From an optimization exercise on the open Yosys and OpenROAD flow, aimed at small area; shortcuts taken in it are not production practice.
In this exercise RTL edits were held to simulation tests only and were not proved equivalent to the original.
Power is estimated from default activity; no workload was simulated.

## wip/yarrow
==> flow/design.v (excerpt) <==
module ppm_decoder(clk, rst, ppm, ch_flat);
input logic clk;
input logic rst;
input logic ppm;
output logic [155:0] ch_flat;
logic [9:0] ch [0:12];
logic [9:0] pm [0:12];
logic [19:0] ring [0:12];  
genvar gi;
generate
	for (gi = 0; gi < 13; gi = gi + 1) begin : g_flat
		assign ch_flat[gi*12 +: 12] = {2'b00, ch[gi]};
	end
endgenerate
logic [9:0] v;
logic [2:0] ph;
logic last_ppm;
logic [3:0] chi;
wire edge_p = ppm & ~last_ppm;
wire sync = ph[2] & ph[1];
wire we = edge_p & ~sync & (chi < 4'd13);
wire v_wrap = (v == 10'd999) | (ph == 3'd5);
wire x_hi = (ph == 3'd2) | (ph == 3'd3) | ((ph == 3'd4) & (v < 10'd96));
wire [9:0] x = (ph == 3'd1) ? v : (x_hi ? 10'd999 : 10'd0);
logic [3:0] phase;
logic [3:0] sp;
logic sweep;
wire [3:0] rq = (chi < 4'd13) ? chi : 4'd0;
wire svc = (sp != rq) & (phase == sp);
wire [9:0] r_h1 = sweep ? 10'd0 : ring[0][9:0];
wire [9:0] r_h2 = sweep ? 10'd0 : ring[0][19:10];
wire [9:0] px = pm[phase];
function automatic logic le10(input logic [9:0] p, input logic [9:0] q);
	logic r;
	integer k;
	r = 1'b1;
	for (k = 0; k < 10; k = k + 1)
		r = (p[k] == q[k]) ? r : q[k];
	le10 = r;
endfunction
wire ab = le10(r_h1, r_h2);
wire xa = le10(px, r_h1);
wire xb = le10(px, r_h2);
wire [9:0] med = (xa ^ xb) ? px : ((ab ^ xa) ? r_h2 : r_h1);
wire [12:0] wr;
wire [12:0] sv;
wire [12:0] kc;
wire [12:0] kp;
genvar gc;
generate
	for (gc = 0; gc < 13; gc = gc + 1) begin : g_ch
		assign wr[gc] = rst & we & (chi == gc);
		assign sv[gc] = rst & svc & (phase == gc);
		assign kc[gc] = rst & ~(we & (chi == gc));
		assign kp[gc] = rst & ~(we & (chi == gc)) & ~(svc & (phase == gc));
		always @(posedge clk) begin
			ch[gc] <= ({10{wr[gc]}} & pm[gc]) | ({10{kc[gc]}} & ch[gc]);
  ...
export LEC_CHECK = 0
export CAP_MARGIN = 20
export CORE_MARGIN = 2
export CORE_UTILIZATION = 45
export SLEW_MARGIN = 20
create_clock -name core_clock -period 10.0 [get_ports {clk}]
standard.sh (not shown) runs the stock make flow with config.mk's settings and CLKGATE_MAP_FILE= SYNTH_SCRIPT=/design/flow/synth_recipe.tcl, a recipe that flattens the netlist after the stock synthesis.
==> flow/flow/run.sh <==
#!/bin/bash
# Own layout flow: the standard flow (standard.sh) with
#  - synthesis mapped by an area-oriented ABC script (flow/synth.tcl, flow/abc.script),
#  - minimum-size buffers on the ports,
#  - a clock tree of small buffers without dummy loads.
# Each tool's full output is in the ORFS logs under orfs/logs; make's own output is in
# flow_make.log in the work folder.
set -euo pipefail
W=$(pwd)
export OWN_WORK=$W
export OWN_ABC_SCRIPT=$W/flow/abc.script
CTS="-sink_clustering_enable -repair_clock_nets -dont_use_dummy_load"
CTS="$CTS -buf_list sky130_fd_sc_hd__clkbuf_4 -sink_clustering_size 8 -sink_clustering_max_diameter 40"
bash standard.sh \
  SYNTH_SCRIPT=$W/flow/synth.tcl \
  "BUFFER_PORTS_ARGS=-buffer_cell sky130_fd_sc_hd__buf_1" \
  "CTS_ARGS=$CTS" \
  finish > $W/flow_make.log 2>&1
==> flow/flow/abc.script <==
&get -n
&st
&dch
&nf -R 1000
&put
topo
dnsize -c
==> flow/flow/synth.tcl <==
# The standard synthesis (synth_recipe.tcl, unchanged), with ABC run on an
# area-oriented mapping script instead of ORFS's speed script. Only the
# combinational mapping differs: registers, their names and cells are the
# standard synthesis's.
proc abc {args} {
  set i [lsearch -exact $args -script]
  if {$i >= 0 && [info exists ::env(OWN_ABC_SCRIPT)]} {
    lset args [expr {$i + 1}] $::env(OWN_ABC_SCRIPT)
  }
  yosys abc {*}$args
}
source $::env(OWN_WORK)/synth_recipe.tcl
wip/yarrow reached the final stage; the timing, DRC and antenna checks on its layout passed.
For wip/onyx, these inputs were changed with respect to wip/yarrow:
Settings: CORE_UTILIZATION now 50, was 45.
==> flow/flow/run.sh <==
#!/bin/bash
# Own layout flow: the standard flow (standard.sh) with
#  - synthesis mapped by an area-oriented ABC script (flow/synth.tcl, flow/abc.script);
#    registers, their names and cells are the standard synthesis's,
#  - the constant-0 outputs driven by one tie cell instead of one per port
#    (flow/merge_ties.tcl, run on the floorplan),
#  - minimum-size buffers on the ports,
#  - a clock tree of small buffers without dummy loads.
# Logs: make's output in flow_make_*.log, the tie step's in merge_ties.log, and each
# ORFS tool's full log under orfs/logs.
set -euo pipefail
W=$(pwd)
export OWN_WORK=$W
export OWN_ABC_SCRIPT=$W/flow/abc.script
CTS="-sink_clustering_enable -repair_clock_nets -dont_use_dummy_load"
CTS="$CTS -buf_list sky130_fd_sc_hd__clkbuf_4 -sink_clustering_size 9 -sink_clustering_max_diameter 45"
ARGS=(SYNTH_SCRIPT=$W/flow/synth.tcl
  "BUFFER_PORTS_ARGS=-buffer_cell sky130_fd_sc_hd__buf_1"
  "CTS_ARGS=$CTS")
bash standard.sh "${ARGS[@]}" floorplan > $W/flow_make_1.log 2>&1
R=$W/orfs/results/sky130hd/ppm_decoder/base
ODB_IN=$R/2_floorplan.odb ODB_OUT=$R/2_floorplan.odb \
  openroad -no_init -exit $W/flow/merge_ties.tcl > $W/merge_ties.log 2>&1
bash standard.sh "${ARGS[@]}" finish > $W/flow_make_2.log 2>&1
==> flow/flow/merge_ties.tcl (new file) <==
# Drive every constant-0 output from one tie cell instead of one tie cell per port.
read_db $::env(ODB_IN)
set block [ord::get_db_block]
set ties {}
foreach inst [$block getInsts] {
  if {[[$inst getMaster] getName] eq "sky130_fd_sc_hd__conb_1"} { lappend ties $inst }
}
puts "tie cells: [llength $ties]"
if {[llength $ties] > 1} {
  set keep [lindex $ties 0]
  set keepnet [[$keep findITerm LO] getNet]
  foreach t [lrange $ties 1 end] {
    set it [$t findITerm HI]
    if {$it ne "NULL" && [$it getNet] ne "NULL"} { puts "skip [$t getName]: HI used"; continue }
    set net [[$t findITerm LO] getNet]
    foreach bt [$net getBTerms] { $bt connect $keepnet }
    foreach it [$net getITerms] {
      if {[$it getInst] ne $t} { $it connect $keepnet }
    }
    odb::dbInst_destroy $t
    odb::dbNet_destroy $net
  }
}
set n 0
foreach inst [$block getInsts] { if {[[$inst getMaster] getName] eq "sky130_fd_sc_hd__conb_1"} { incr n } }
puts "tie cells now: $n, ports on tie net: [llength [$keepnet getBTerms]]"
write_db $::env(ODB_OUT)
## What came out
Between wip/yarrow and wip/onyx, the flow reports post-layout total power decreasing slightly.
A global routing's busiest layer of met2 is what wip/yarrow shows, while met1 belongs to wip/onyx.
Per the comparison of wip/onyx with wip/yarrow, reg-to-reg setup timing slack went up 0.03 ns, sequential share of cell area went up 0.83 points.
Final hold slack ended up 0.041 ns higher on wip/onyx than on wip/yarrow.

== south ==
Another version of the RTL of ppm_decoder (not shown whole).
Size: roughly 1400 cells after synthesis, ~550 flip-flops, roughly 160 I/O pins, ~17000 um2 of cells after synthesis.
==> flow/design.v (excerpt) <==
module ppm_decoder(clk, rst, ppm, ch_flat);
input logic clk;
input logic rst;
input logic ppm;
output logic [155:0] ch_flat;
logic [9:0] ch [0:12];
logic [9:0] pm [0:12];
logic [19:0] ring [0:12];  
genvar gi;
generate
	for (gi = 0; gi < 13; gi = gi + 1) begin : g_flat
		assign ch_flat[gi*12 +: 12] = {2'b00, ch[gi]};
	end
endgenerate
logic [9:0] v;
logic [2:0] ph;
logic last_ppm;
logic [3:0] chi;
wire edge_p = ppm & ~last_ppm;
wire sync = ph[2] & ph[1];
wire we = edge_p & ~sync & (chi < 4'd13);
wire v_wrap = (v == 10'd999) | (ph == 3'd5);
wire x_hi = (ph == 3'd2) | (ph == 3'd3) | ((ph == 3'd4) & (v < 10'd96));
wire [9:0] x = (ph == 3'd1) ? v : (x_hi ? 10'd999 : 10'd0);
logic [3:0] phase;
logic [3:0] sp;
logic sweep;
wire [3:0] rq = (chi < 4'd13) ? chi : 4'd0;
wire svc = (sp != rq) & (phase == sp);
wire [9:0] r_h1 = sweep ? 10'd0 : ring[0][9:0];
wire [9:0] r_h2 = sweep ? 10'd0 : ring[0][19:10];
wire [9:0] px = pm[phase];
function automatic logic le10(input logic [9:0] p, input logic [9:0] q);
	logic r;
	integer k;
	r = 1'b1;
	for (k = 0; k < 10; k = k + 1)
		r = (p[k] == q[k]) ? r : q[k];
	le10 = r;
endfunction
wire ab = le10(r_h1, r_h2);
wire xa = le10(px, r_h1);
wire xb = le10(px, r_h2);
wire m_x = xa ^ xb;
  ...
clock: 10.0 ns
lec_check: 0
cap_margin: 20
core_margin: 2
core_utilization: 50
slew_margin: 20
==> flow/flow/run.sh <==
#!/bin/bash
# Own layout flow: the standard flow (standard.sh) with
#  - synthesis mapped by an area-oriented ABC script (flow/synth.tcl, flow/abc.script);
#    registers, their names and cells are the standard synthesis's,
#  - the constant-0 outputs driven by one tie cell instead of one per port
#    (flow/merge_ties.tcl, run on the floorplan),
#  - minimum-size buffers on the ports,
#  - a clock tree of small buffers without dummy loads.
# Logs: make's output in flow_make_*.log, the tie step's in merge_ties.log, and each
# ORFS tool's full log under orfs/logs.
set -euo pipefail
W=$(pwd)
export OWN_WORK=$W
export OWN_ABC_SCRIPT=$W/flow/abc.script
CTS="-sink_clustering_enable -repair_clock_nets -dont_use_dummy_load"
CTS="$CTS -buf_list sky130_fd_sc_hd__clkbuf_4 -sink_clustering_size 9 -sink_clustering_max_diameter 45"
ARGS=(SYNTH_SCRIPT=$W/flow/synth.tcl
  "BUFFER_PORTS_ARGS=-buffer_cell sky130_fd_sc_hd__buf_1"
  "CTS_ARGS=$CTS")
bash standard.sh "${ARGS[@]}" floorplan > $W/flow_make_1.log 2>&1
R=$W/orfs/results/sky130hd/ppm_decoder/base
ODB_IN=$R/2_floorplan.odb ODB_OUT=$R/2_floorplan.odb \
  openroad -no_init -exit $W/flow/merge_ties.tcl > $W/merge_ties.log 2>&1
bash standard.sh "${ARGS[@]}" finish > $W/flow_make_2.log 2>&1
==> flow/flow/merge_ties.tcl <==
# Drive every constant-0 output from one tie cell instead of one tie cell per port.
read_db $::env(ODB_IN)
set block [ord::get_db_block]
set ties {}
foreach inst [$block getInsts] {
  if {[[$inst getMaster] getName] eq "sky130_fd_sc_hd__conb_1"} { lappend ties $inst }
}
puts "tie cells: [llength $ties]"
if {[llength $ties] > 1} {
  set keep [lindex $ties 0]
  set keepnet [[$keep findITerm LO] getNet]
  foreach t [lrange $ties 1 end] {
    set it [$t findITerm HI]
    if {$it ne "NULL" && [$it getNet] ne "NULL"} { puts "skip [$t getName]: HI used"; continue }
    set net [[$t findITerm LO] getNet]
    foreach bt [$net getBTerms] { $bt connect $keepnet }
    foreach it [$net getITerms] {
      if {[$it getInst] ne $t} { $it connect $keepnet }
    }
    odb::dbInst_destroy $t
    odb::dbNet_destroy $net
  }
}
set n 0
foreach inst [$block getInsts] { if {[[$inst getMaster] getName] eq "sky130_fd_sc_hd__conb_1"} { incr n } }
puts "tie cells now: $n, ports on tie net: [llength [$keepnet getBTerms]]"
write_db $::env(ODB_OUT)
Scripts as last shown in full above: flow/flow/abc.script, flow/flow/synth.tcl
south: done, clean on timing, DRC and antenna
Setup changes, south to north
Settings: PLACE_DENSITY now 0.75, previously not set.
### Flow results
- north completed end to end with timing, DRC and antenna clean.
- There was hardly any difference in number of nets in the finished design between north and south.
- north -> south: cell count flat
- Looking at north and south, the cell count after placement is a wash.
- Of the two values seen for end point of the critical path, pm[7][3] was produced by north and pm[10][3] by south.
- north vs. south: count of clock-buffer cells in the layout moved down; combinational power moved down; final setup slack of the worst path moved up; amount of wire on met2 after detailed routing moved up.

[separate check: timing with driven ports]
The results above use ideal ports. As a check the final layouts listed here were re-extracted and re-timed, cells and wires unchanged. Step 1 assumes that a clkbuf_16 drives the clock port and a buf_2 every other input. Step 2 times the ports against the registers' clock, not the clock port: input delays grow and output delays shrink by t, the midpoint of the rising clock arrivals with the driver on. Three values: ideal ports, drivers, drivers and shift; two values: the first two.
| run | t (ns) | slack for setup (ns) | hold WS [ns] | clock arrival spread, ns | cell pins on the clock port's net |
|---|---|---|---|---|---|
| wip/yarrow | 0.798 | 4.025 / 4.025 / 4.025 | 0.283 / 0.283 / 0.283 | 0.096 / 0.096 | 1 |
| wip/onyx | 0.775 | 4.051 / 4.051 / 4.051 | 0.323 / 0.323 / 0.323 | 0.057 / 0.058 | 1 |
| south | 0.756 | 3.026 / 3.026 / 3.026 | 0.308 / 0.308 / 0.308 | 0.060 / 0.060 | 1 |
| north | 0.798 | 3.068 / 3.068 / 3.068 | 0.315 / 0.315 / 0.315 | 0.083 / 0.083 | 1 |
After both steps every run listed still meets setup and hold.
